Background: an optimization exercise with open tools, aiming at small area. Do not read the settings as production practice.
Only simulation tests tie the RTL to the original design; equivalence was not proved.
No driver is modelled on the clock port, so clock power and skew are understated where the tree is cut down; a real chip needs a root buffer or a tree.
Power is estimated from default activity; no workload was simulated.

==> flow/design.v <==
`timescale 1ns/1ps
module mtm_Alu (
    input  wire clk,    
    input  wire rst_n,  
    input  wire sin,    
    output wire sout    
);
localparam [1:0] RX = 2'd0, CP = 2'd1, TX = 2'd2, TE = 2'd3;
reg  [1:0]  ph;
reg  [3:0]  bc;
reg  [3:0]  fc;
reg  [64:0] q;       
reg         p;       
reg         ls, rs;  
reg         sd;      
reg         dly;     
reg         t;       
reg  [3:0]  crc;     
reg         op2, op0;
reg         cf;      
wire rx = (ph == RX);
wire cp = (ph == CP);
wire tx = (ph == TX);
wire te = (ph == TE);
wire pay   = !bc[3];                 
wire b7    = (bc == 4'd7);
wire b8    = (bc == 4'd8);
wire full  = !fc[3] && fc[2] && fc[1];  
wire rend  = ph[1] && b7 && (ph[0] || fc[2]);    
wire a   = q[0] ^ p;
wire b   = q[32] ^ p;
wire c   = op2 ? (a ^ b ^ cf) : (op0 ? (a | b) : (a & b));
wire cfn = op2 & (((a ^ op0) & b) | (((a ^ op0) | b) & cf));
wire step = cp && rs && !dly;    
reg  tbit;
always @* begin
    if (te)
        case ({t && full, dly})
            2'b11:   tbit = 8'b11001001 >> bc[2:0];    
            2'b10:   tbit = 8'b10100101 >> bc[2:0];    
            default: tbit = 8'b10010011 >> bc[2:0];    
        endcase
    else if (fc[2])
        tbit = (bc[2:0] == 3'd0) ? 1'b0 : (bc[2:0] == 3'd4) ? (q[63] ^ p) :
               bc[2] ? crc[2] : cf;    
    else
        tbit = q[31] ^ p;
end
wire cd  = ph[1] ? tbit : (sin | (t && bc == 4'd0));    
wire cfb = cd ^ (ph[1] ? crc[2] : crc[3]);
wire crc_ok = (crc[2:0] == 3'd0) && !cfb;
wire push = rx && !t && (pay || (b8 && dly));
wire txsh = tx && pay && !fc[2];
wire up_n = ls && !push && !txsh;
reg  [1:0] ph_n;
reg  [3:0] bc_n, fc_n;
always @* begin
    ph_n = ph;
    fc_n = fc;
    if (rx && b8)
        bc_n = sin ? bc : 4'd15;
    else if (cp && !step)
        bc_n = bc;
    else
        bc_n = bc + 4'd1;
    if (b7 && (tx || step || (rx && !t)))    
        fc_n = fc + 4'd1;
    if (rx && b7 && (t || full)) begin
        if (t && full && !dly && crc_ok) begin
            ph_n = CP;
        end else begin
            ph_n = TE;
        end
    end
    if (step && b7 && fc[0])
        ph_n = TX;
    if (rend) begin
        ph_n = RX;
        fc_n = 4'd14;
    end
    if (!rst_n) begin
        ph_n = RX;
        bc_n = 4'd8;
        fc_n = 4'd14;
    end
end
wire cp_n   = cp && !(step && b7 && fc[0]);
wire push_n = rx && !t && ((!bc[3] && !b7) || (b7 && dly));
wire txsh_n = tx && !fc[2] && ((!bc[3] && !b7) || (bc == 4'd15));
wire ls_n   = push_n || txsh_n || (!cp_n && !up_n);
wire lo  = (dly ? sd : sin) ^ p;
wire hi  = 1'b0;
wire mid = step ? (c ^ p) : q[32];
integer i;
always @(posedge clk) begin
    p   <= !p;
    ls  <= ls_n;
    rs  <= !ls_n;
    ph  <= ph_n;
    bc  <= bc_n;
    fc  <= fc_n;
    q[0]  <= !((lo | rs) & (q[1] | ls));
    for (i = 1; i < 64; i = i + 1)
        if (i != 31) q[i] <= !((q[i-1] | rs) & (q[i+1] | ls));
    q[31] <= !((q[30] | rs) & (mid | ls));
    q[64] <= !((q[63] | rs) & (hi | ls));
    if (!cp && pay) crc <= {crc[2:0], 1'b0} ^ {2'b00, cfb, cfb};
    if (rend) crc <= 4'd0;
    if (rx) sd <= sin;
    if (rx) begin
        if (bc == 4'd15) t <= sin;
        if (b8) dly <= 1'b0;
        if (!t && bc == 4'd0) dly <= rs;    
        if (t && bc == 4'd2) dly <= sin;
        if (bc == 4'd1) op2 <= sin;    
        if (bc == 4'd3) op0 <= sin;
        cf <= 1'b0;
    end
    if (ph_n == CP) dly <= up_n;
    if (ph[1] && fc[2] && pay && bc[2:0] != 3'd0) begin    
        cf <= sd;
        sd <= t;
    end
    if (step) begin
        cf <= cfn;
        sd <= cf ^ cfn;
        t  <= t & !c;
    end
    if (!rst_n) begin
        p   <= 1'b0;
        ls  <= 1'b1;
        rs  <= 1'b0;
        crc <= 4'd0;
    end
end
assign sout = (rx || cp) || !((bc == 4'd14) || ((bc == 4'd15) && tx && !fc[2]) || (pay && !tbit));
endmodule
clock: 8.0 ns
lec_check: 0
abc_area: 1
cap_margin: 20
core_margin: 2
core_utilization: 70
place_density: 0.85
slew_margin: 20
standard.sh (not shown) runs the stock make flow with config.mk's settings and CLKGATE_MAP_FILE= SYNTH_SCRIPT=/design/flow/synth_recipe.tcl, a recipe that flattens the netlist after the stock synthesis.
==> flow/flow/run.sh <==
#!/bin/bash
# The standard layout (standard.sh, standard synthesis unchanged), with these changes:
#  - the port buffers are buf_1 cells;
#  - after clock tree synthesis, flow/clocktree.tcl replaces its tree by three clkbuf_16
#    buffers fed by the clock port, each driving the clock pins of a third of the
#    flip-flops (cut by position); the rest of the flow (routing, finish) is standard.
# Logs: standard_cts.log and standard.log (make's output), clocktree.log (OpenROAD's),
# and each ORFS step's full log under orfs/logs.
set -euo pipefail
export CTS_ARGS="-sink_clustering_enable -repair_clock_nets -dont_use_dummy_load"
export BUFFER_PORTS_ARGS="-buffer_cell sky130_fd_sc_hd__buf_1"
bash standard.sh cts > standard_cts.log 2>&1
R=orfs/results/${FLOW_PLATFORM}/mtm_Alu/base
LIB=$(ls ${FLOW_HOME}/platforms/${FLOW_PLATFORM}/lib/sky130_fd_sc_hd__tt_025C_1v80.lib) \
PLATFORM_DIR=${FLOW_HOME}/platforms/${FLOW_PLATFORM} \
IN_ODB=$R/4_cts.odb IN_SDC=$R/4_cts.sdc OUT_ODB=$R/4_cts_new.odb \
NBUF=3 BUFCELL=sky130_fd_sc_hd__clkbuf_16 \
  openroad -no_init -exit flow/clocktree.tcl > clocktree.log 2>&1
cp $R/4_cts_new.odb $R/4_1_cts.odb
sleep 1
cp $R/4_cts_new.odb $R/4_cts.odb
rm -f $R/4_cts_new.odb
bash standard.sh > standard.log 2>&1
==> flow/flow/clocktree.tcl <==
# Rebuild the clock tree that CTS made: drive the flip-flop clock pins from NBUF buffers of
# type BUFCELL, all fed by the clock port's net. Reads and writes the odb given in env vars.
set lib $::env(LIB)
read_db $::env(IN_ODB)
read_liberty $lib
read_sdc $::env(IN_SDC)
source $::env(PLATFORM_DIR)/setRC.tcl
set block [ord::get_db_block]
set nbuf $::env(NBUF)
set bufcell $::env(BUFCELL)
set db [ord::get_db]
set master [$db findMaster $bufcell]
# the clock port's net
set clkbterm [$block findBTerm clk]
set rootnet [$clkbterm getNet]
# collect sinks: flip-flop clock pins reached through the CTS buffers
set sinks {}
set todo [list $rootnet]
set cts_bufs {}
set cts_nets {}
while {[llength $todo] > 0} {
  set net [lindex $todo 0]
  set todo [lrange $todo 1 end]
  foreach it [$net getITerms] {
    if {[$it isOutputSignal]} { continue }
    set inst [$it getInst]
    set mname [[$inst getMaster] getName]
    if {[string match "*clkbuf*" $mname] || [string match "*clkinv*" $mname]} {
      lappend cts_bufs $inst
      foreach o [$inst getITerms] {
        if {[$o isOutputSignal] && [$o getNet] ne "NULL"} {
          lappend todo [$o getNet]
          lappend cts_nets [$o getNet]
        }
      }
    } else {
      lappend sinks $it
    }
  }
}
puts "sinks [llength $sinks], old clock buffers [llength $cts_bufs]"
foreach it $sinks { $it disconnect }
foreach inst $cts_bufs { odb::dbInst_destroy $inst }
foreach net $cts_nets { odb::dbNet_destroy $net }
# order the sinks by position and cut them into nbuf groups
set pts {}
foreach it $sinks {
  set inst [$it getInst]
  set loc [$inst getLocation]
  lappend pts [list [lindex $loc 0] [lindex $loc 1] $it]
}
set n [llength $pts]
if {$nbuf == 2} {
  set pts [lsort -integer -index 0 $pts]
  set groups [list [lrange $pts 0 [expr {$n/2-1}]] [lrange $pts [expr {$n/2}] end]]
} elseif {$nbuf == 4} {
  set pts [lsort -integer -index 0 $pts]
  set h [expr {$n/2}]
  set groups {}
  foreach half [list [lrange $pts 0 [expr {$h-1}]] [lrange $pts $h end]] {
    set half [lsort -integer -index 1 $half]
    set m [llength $half]
    lappend groups [lrange $half 0 [expr {$m/2-1}]] [lrange $half [expr {$m/2}] end]
  }
} else {
  set pts [lsort -integer -index 0 $pts]
  set groups {}
  for {set g 0} {$g < $nbuf} {incr g} {
    lappend groups [lrange $pts [expr {$g*$n/$nbuf}] [expr {($g+1)*$n/$nbuf-1}]]
  }
}
set g 0
foreach grp $groups {
  set sx 0; set sy 0
  foreach p $grp { incr sx [lindex $p 0]; incr sy [lindex $p 1] }
  set cx [expr {$sx / [llength $grp]}]
  set cy [expr {$sy / [llength $grp]}]
  set inst [odb::dbInst_create $block $master "clkbuf_leaf_$g"]
  $inst setLocation $cx $cy
  $inst setPlacementStatus PLACED
  set net [odb::dbNet_create $block "clknet_leaf_$g"]
  $net setSigType CLOCK
  foreach it [$inst getITerms] {
    set mt [[$it getMTerm] getName]
    if {$mt eq "A"} { $it connect $rootnet }
    if {$mt eq "X"} { $it connect $net }
  }
  foreach p $grp { [lindex $p 2] connect $net }
  puts "leaf $g: [llength $grp] sinks at $cx $cy"
  incr g
}
detailed_placement
check_placement -verbose
estimate_parasitics -placement
report_clock_skew
set worst 0
foreach pin [all_registers -clock_pins -edge_triggered] {
  foreach edge {rise fall} {
    foreach a {min max} {
      set s [expr {[sta::time_ui_sta [get_property $pin slew_${a}_$edge]] * 1e12}]
      if {$s > $worst} { set worst $s }
    }
  }
}
puts "worst flip-flop clock pin slew (placement estimate): $worst ps"
report_check_types -max_slew -max_capacitance
write_db $::env(OUT_ODB)
The first run completed with no timing, DRC or antenna violations.
Next try:
--- a/flow/flow/run.sh
+++ b/flow/flow/run.sh
@@ -6 +6,3 @@
-#    flip-flops (cut by position); the rest of the flow (routing, finish) is standard.
+#    flip-flops (cut by position), and sets combinational gates to their smallest drive
+#    (repair_design then fixes any slew or capacitance limit); the rest of the flow
+#    (routing, finish) is standard.
--- a/flow/flow/clocktree.tcl
+++ b/flow/flow/clocktree.tcl
@@ -2 +2,2 @@
-# type BUFCELL, all fed by the clock port's net. Reads and writes the odb given in env vars.
+# type BUFCELL, all fed by the clock port's net; then size gates down (below).
+# Reads and writes the odb given in env vars.
@@ -91,0 +93,21 @@
+# Synthesis (ABC) leaves some gates of a low fanout at drive 2 or 4; put every
+# combinational gate at its smallest drive, then let repair_design fix any slew or
+# capacitance limit that this breaks. Flip-flops, buffers and clock cells stay as they are.
+set ndown 0
+foreach inst [$block getInsts] {
+  set mname [[$inst getMaster] getName]
+  if {![regexp {^(sky130_fd_sc_hd__[a-z0-9]+)_([0-9]+)$} $mname -> base drive]} { continue }
+  if {$drive <= 1} { continue }
+  if {[regexp {__(df|edf|sdf|clk|buf|tap|fill|decap|conb|dly)} $mname]} { continue }
+  set small ""
+  foreach d {0 1} {
+    if {$small eq "" && [$db findMaster ${base}_$d] ne "NULL"} { set small ${base}_$d }
+  }
+  if {$small eq ""} { continue }
+  puts "downsize [$inst getName] $mname -> $small"
+  replace_cell [$inst getName] $small
+  incr ndown
+}
+puts "downsized $ndown gates"
+estimate_parasitics -placement
+repair_design
CORE_UTILIZATION = 40   (was 70)
PLACE_DENSITY = default   (was 0.85)
What happened: Core utilization came out lower by 32 points. Via count drops slightly. Synthesized cell count is unchanged. Register-to-register slack degrades by 0.22 ns. Sequential cell count is unchanged. Synthesized area does not change. Die area grows by well over a third. Cell area stays flat. Critical path depth stays the same. Total power went down slightly. Worst setup slack improved by 0.0050 ns.
Next try:
--- a/flow/flow/run.sh
+++ b/flow/flow/run.sh
@@ -6,3 +6 @@
-#    flip-flops (cut by position), and sets combinational gates to their smallest drive
-#    (repair_design then fixes any slew or capacitance limit); the rest of the flow
-#    (routing, finish) is standard.
+#    flip-flops (cut by position); the rest of the flow (routing, finish) is standard.
--- a/flow/flow/clocktree.tcl
+++ b/flow/flow/clocktree.tcl
@@ -2,2 +2 @@
-# type BUFCELL, all fed by the clock port's net; then size gates down (below).
-# Reads and writes the odb given in env vars.
+# type BUFCELL, all fed by the clock port's net. Reads and writes the odb given in env vars.
@@ -93,21 +91,0 @@
-# Synthesis (ABC) leaves some gates of a low fanout at drive 2 or 4; put every
-# combinational gate at its smallest drive, then let repair_design fix any slew or
-# capacitance limit that this breaks. Flip-flops, buffers and clock cells stay as they are.
-set ndown 0
-foreach inst [$block getInsts] {
-  set mname [[$inst getMaster] getName]
-  if {![regexp {^(sky130_fd_sc_hd__[a-z0-9]+)_([0-9]+)$} $mname -> base drive]} { continue }
-  if {$drive <= 1} { continue }
-  if {[regexp {__(df|edf|sdf|clk|buf|tap|fill|decap|conb|dly)} $mname]} { continue }
-  set small ""
-  foreach d {0 1} {
-    if {$small eq "" && [$db findMaster ${base}_$d] ne "NULL"} { set small ${base}_$d }
-  }
-  if {$small eq ""} { continue }
-  puts "downsize [$inst getName] $mname -> $small"
-  replace_cell [$inst getName] $small
-  incr ndown
-}
-puts "downsized $ndown gates"
-estimate_parasitics -placement
-repair_design
CAP_MARGIN = 0   (was 20)
GPL_TIMING_DRIVEN = 0   (was default)
SLEW_MARGIN = 0   (was 20)
The changed run ran to the end with no violations.
Cell count climbs by 3.3%.
Sequential power drops by 3.0%.
Wire length drops by 3.8%.
Next try:
--- a/flow/flow/run.sh
+++ b/flow/flow/run.sh
@@ -2 +2 @@
-# The standard layout (standard.sh, standard synthesis unchanged), with these changes:
+# The standard layout (standard.sh), with these changes:
@@ -6 +6,3 @@
-#    flip-flops (cut by position); the rest of the flow (routing, finish) is standard.
+#    flip-flops (cut by position), and sets combinational gates to their smallest drive
+#    (repair_design then fixes any slew or capacitance limit); the rest of the flow
+#    (routing, finish) is standard.
@@ -9,0 +12,9 @@
+# Synthesis: ORFS's, unchanged but for the mapping of the combinational logic: the ABC
+# script (flow/abc_area.script: area-oriented mapping, no up-sizing), and no adder cells. Flip-flops are mapped before
+# ABC runs, so the registers, their names and their cell types are the standard synthesis's.
+rm -rf scripts_abc
+cp -r "${FLOW_HOME}/scripts" scripts_abc
+cp flow/abc_area.script scripts_abc/abc_area.script
+export SCRIPTS_DIR="$PWD/scripts_abc"
+# No adder extraction either: ABC maps the counters' increments with the rest.
+export ADDER_MAP_FILE=
==> flow/flow/abc_area.script (new file) <==
strash
&get -n
&st
&synch2
&dch
&nf -R 1000 -p -F 8 -A 8 -C 32
&put
topo
--- a/flow/flow/clocktree.tcl
+++ b/flow/flow/clocktree.tcl
@@ -2 +2,2 @@
-# type BUFCELL, all fed by the clock port's net. Reads and writes the odb given in env vars.
+# type BUFCELL, all fed by the clock port's net; then size gates down (below).
+# Reads and writes the odb given in env vars.
@@ -91,0 +93,21 @@
+# Synthesis (ABC) leaves some gates of a low fanout at drive 2 or 4; put every
+# combinational gate at its smallest drive, then let repair_design fix any slew or
+# capacitance limit that this breaks. Flip-flops, buffers and clock cells stay as they are.
+set ndown 0
+foreach inst [$block getInsts] {
+  set mname [[$inst getMaster] getName]
+  if {![regexp {^(sky130_fd_sc_hd__[a-z0-9]+)_([0-9]+)$} $mname -> base drive]} { continue }
+  if {$drive <= 1} { continue }
+  if {[regexp {__(df|edf|sdf|clk|buf|tap|fill|decap|conb|dly)} $mname]} { continue }
+  set small ""
+  foreach d {0 1} {
+    if {$small eq "" && [$db findMaster ${base}_$d] ne "NULL"} { set small ${base}_$d }
+  }
+  if {$small eq ""} { continue }
+  puts "downsize [$inst getName] $mname -> $small"
+  replace_cell [$inst getName] $small
+  incr ndown
+}
+puts "downsized $ndown gates"
+estimate_parasitics -placement
+repair_design
CAP_MARGIN = 20   (was 0)
GPL_TIMING_DRIVEN = default   (was 0)
SLEW_MARGIN = 20   (was 0)
Routed wire length is lower by 10%.
Power is lower by 4.5%.
Cell area is lower by 8.6%.
Hold slack gains 0.0064 ns.
Register-to-register slack loses 0.59 ns.
Sequential cell count does not change.
Clock power is lower by about 2%.
Next try:
--- a/flow/flow/run.sh
+++ b/flow/flow/run.sh
@@ -2 +2 @@
-# The standard layout (standard.sh), with these changes:
+# The standard layout (standard.sh, standard synthesis unchanged), with these changes:
@@ -6,3 +6 @@
-#    flip-flops (cut by position), and sets combinational gates to their smallest drive
-#    (repair_design then fixes any slew or capacitance limit); the rest of the flow
-#    (routing, finish) is standard.
+#    flip-flops (cut by position); the rest of the flow (routing, finish) is standard.
@@ -12,9 +9,0 @@
-# Synthesis: ORFS's, unchanged but for the mapping of the combinational logic: the ABC
-# script (flow/abc_area.script: area-oriented mapping, no up-sizing), and no adder cells. Flip-flops are mapped before
-# ABC runs, so the registers, their names and their cell types are the standard synthesis's.
-rm -rf scripts_abc
-cp -r "${FLOW_HOME}/scripts" scripts_abc
-cp flow/abc_area.script scripts_abc/abc_area.script
-export SCRIPTS_DIR="$PWD/scripts_abc"
-# No adder extraction either: ABC maps the counters' increments with the rest.
-export ADDER_MAP_FILE=
--- a/flow/flow/clocktree.tcl
+++ b/flow/flow/clocktree.tcl
@@ -2,2 +2 @@
-# type BUFCELL, all fed by the clock port's net; then size gates down (below).
-# Reads and writes the odb given in env vars.
+# type BUFCELL, all fed by the clock port's net. Reads and writes the odb given in env vars.
@@ -93,21 +91,0 @@
-# Synthesis (ABC) leaves some gates of a low fanout at drive 2 or 4; put every
-# combinational gate at its smallest drive, then let repair_design fix any slew or
-# capacitance limit that this breaks. Flip-flops, buffers and clock cells stay as they are.
-set ndown 0
-foreach inst [$block getInsts] {
-  set mname [[$inst getMaster] getName]
-  if {![regexp {^(sky130_fd_sc_hd__[a-z0-9]+)_([0-9]+)$} $mname -> base drive]} { continue }
-  if {$drive <= 1} { continue }
-  if {[regexp {__(df|edf|sdf|clk|buf|tap|fill|decap|conb|dly)} $mname]} { continue }
-  set small ""
-  foreach d {0 1} {
-    if {$small eq "" && [$db findMaster ${base}_$d] ne "NULL"} { set small ${base}_$d }
-  }
-  if {$small eq ""} { continue }
-  puts "downsize [$inst getName] $mname -> $small"
-  replace_cell [$inst getName] $small
-  incr ndown
-}
-puts "downsized $ndown gates"
-estimate_parasitics -placement
-repair_design
removed: flow/flow/abc_area.script
Area after synthesis rose by 10%.
Synthesized cell count goes up by 27%.
Worst setup slack barely changes.
Routed wire length rose by 15%.
Combinational power is higher by 32%.
Power went up by 4.7%.
In every run of this note, the design's own scripts or RTL, not TritonCTS, make the clock network.

-- separate check: timing with driven ports --
How much do the figures lean on ideal ports? The routed layouts below were timed once more, with nothing changed but the port constraints.
Step 1, drivers: a clkbuf_16 drives clk and a buf_2 each remaining input, both assumed.
Step 2 adds t to the input delays and takes it off the output delays; t is the mean of the earliest and latest rising clock arrival at the registers after step 1. Input paths then give back, and output paths get back, about the clock's delay inside the block.
a / b / c = ideal ports / drivers / drivers and shift; a / b = the first two.
run | t (ns) | setup WS [ns] | hold slack, ns | latest minus earliest clock arrival (ns) | worst data-port slew with drivers (ns)
the first run | 0.217 | 4.502 / 4.445 / 4.662 | 0.416 / 0.416 / 0.416 | 0.013 / 0.012 | 0.03
the second run | 0.220 | 4.507 / 4.450 / 4.670 | 0.416 / 0.416 / 0.416 | 0.011 / 0.012 | 0.03
the third run | 0.227 | 4.480 / 4.419 / 4.646 | 0.417 / 0.417 / 0.417 | 0.017 / 0.018 | 0.03
the fourth run | 0.222 | 4.525 / 4.466 / 4.687 | 0.423 / 0.423 / 0.423 | 0.007 / 0.007 | 0.03
the fifth run | 0.219 | 4.524 / 4.469 / 4.688 | 0.415 / 0.415 / 0.415 | 0.010 / 0.010 | 0.03
After both steps setup and hold are still met in every run listed.
